Background: an optimization exercise with open tools, aiming at small area. Do not read the settings as production practice. The RTL was checked by simulation tests, not by an equivalence proof against the original design.

## the baseline
Design FourBitCPU, start of the top module:
module FourBitCPU(rst, clk, opcode, address, myinput, myoutput, HLT, s_flag, z_flag, c_flag);
Size in the first run: ~30 I/O pins, ~9200 sq um of cells after synthesis.
==> flow/config.mk <==
export PLATFORM = sky130hd
export DESIGN_NAME = FourBitCPU
export DESIGN_NICKNAME = FourBitCPU
export VERILOG_FILES = /design/flow/design.v
export SDC_FILE = /design/flow/constraint.sdc
export NUM_CORES = 4
export LEC_CHECK = 0
export CAP_MARGIN = 20
export CORE_MARGIN = 2
export CORE_UTILIZATION = 75
export GPL_TIMING_DRIVEN = 0
export SLEW_MARGIN = 20
==> flow/constraint.sdc <==
create_clock -name core_clock -period 8.0 [get_ports {clk}]
set_input_delay 1.6000 -clock core_clock [delete_from_list [all_inputs] [get_ports {clk}]]
set_output_delay 1.6000 -clock core_clock [all_outputs]
set_load 0.01 [all_outputs]
standard.sh (not shown) runs the stock make flow with config.mk's settings and CLKGATE_MAP_FILE= SYNTH_SCRIPT=/design/flow/synth_recipe.tcl, a recipe that flattens the netlist after the stock synthesis.
==> flow/flow/run.sh <==
#!/bin/bash
# Own flow: the standard layout (standard.sh), with the synthesis script
# swapped for flow/synth.tcl (same as synth_recipe.tcl but a different ABC
# mapping script). Every tool's output goes to a log file in this folder.
set -euo pipefail
HERE=$(pwd)
export FLOW_ABC_SCRIPT=$HERE/flow/abc_map.script
# check that synth_recipe.tcl is the script we modified
diff <(grep -v '^proc synth' synth_recipe.tcl) <(grep -v '^#\|^proc\|^  \|^}' flow/synth.tcl) > synth_diff.log 2>&1 || true
sed "s#SYNTH_SCRIPT=[^ ]*#SYNTH_SCRIPT=$HERE/flow/synth.tcl#" standard.sh > my_standard.sh
if [[ -f flow/cts_args ]]; then export CTS_ARGS="$(cat flow/cts_args)"; fi
if [[ -f flow/buffer_ports_args ]]; then export BUFFER_PORTS_ARGS="$(cat flow/buffer_ports_args)"; fi
bash my_standard.sh > flow_run.log 2>&1
==> flow/flow/abc_map.script <==
strash
dch -f
amap
mfs -a
strash
dch -f
amap
topo
==> flow/flow/buffer_ports_args <==
-buffer_cell sky130_fd_sc_hd__buf_1
==> flow/flow/cts_args <==
-sink_clustering_enable -repair_clock_nets -dont_use_dummy_load -buf_list {sky130_fd_sc_hd__clkbuf_4} -sink_clustering_size 10 -sink_clustering_max_diameter 40
==> flow/flow/synth.tcl <==
# The standard flow's synthesis script (synth_recipe.tcl) with one change: the combinational
# logic is mapped by ABC with flow/abc_map.script (area-oriented amap and mfs) instead of
# ORFS's abc_speed/abc_area script. Registers are untouched by ABC.
proc synth {args} { yosys synth -nofsm -noshare {*}$args }
proc abc {args} {
  set i [lsearch -exact $args -script]
  if {$i >= 0} { lset args [expr {$i + 1}] $::env(FLOW_ABC_SCRIPT) }
  yosys abc {*}$args
}
source $::env(SCRIPTS_DIR)/synth.tcl
# left out here: clear keep_hierarchy, flatten, clean up, hide names made inside functions, write 1_2_yosys.v
The baseline: flow completed, timing, DRC and antenna clean
Changes in the candidate relative to the baseline:
Settings: a change of SLEW_MARGIN from 20 to 10; a change of CAP_MARGIN from 20 to 10; a change of CORE_UTILIZATION from 75 to 78.
--- a/flow/flow/run.sh
+++ b/flow/flow/run.sh
@@ -4 +4 @@
-# mapping script). Every tool's output goes to a log file in this folder.
+# mapping script) and no separate adder mapping. Every tool's output goes to a log file in this folder.
@@ -10 +10,3 @@
-sed "s#SYNTH_SCRIPT=[^ ]*#SYNTH_SCRIPT=$HERE/flow/synth.tcl#" standard.sh > my_standard.sh
+# Also leave ADDER_MAP_FILE empty, so that ORFS skips its extract_fa/adder
+# mapping step and ABC maps the adder logic with everything else.
+sed "s#SYNTH_SCRIPT=[^ ]*#SYNTH_SCRIPT=$HERE/flow/synth.tcl ADDER_MAP_FILE=#" standard.sh > my_standard.sh
### Flow results
The candidate | status: complete | timing, DRC, antenna: pass
Comparing total met2 wirelength after detailed routing for the baseline and the candidate, the smaller number came from the baseline.
Compared with the baseline, the candidate has extra setup slack.
Compared with the baseline, in the candidate wire length of the first global-routing pass went up by about 2.8%; fraction of final layout cells sized beyond drive strength 1 lost 2.2 points; utilization climbed 2.5 points; number of search-and-repair iterations in the first detailed-routing pass higher.
The baseline was larger in final cell area than the candidate.

afterwards: timing with drivers on the ports:
Ports are ideal in the flow. The routed layouts listed here were re-timed in OpenROAD.
Step 1: set_driving_cell puts a clkbuf_16 on clk and a buf_2 on each other input, an assumption about the parent block.
Step 2 also shifts input and output timing later by t, the mid clock arrival at the registers, as if the neighbouring blocks saw the same clock.
a / b / c = ideal / step 1 / step 2; a / b = the first two.
| run | shift t [ns] | setup WS [ns] | worst register clock-pin slew, ns |
|---|---|---|---|
| the baseline | 0.650 | 0.608 / 0.620 / -0.030 | 0.11 / 0.11 |
| the candidate | 0.658 | 1.013 / 1.028 / 0.370 | 0.12 / 0.12 |
Met with ideal ports but missed after step 2: setup timing in the baseline. The setup slack of the candidate, which loses most, moves by +0.015 ns with the drivers and by -0.643 ns with both steps.
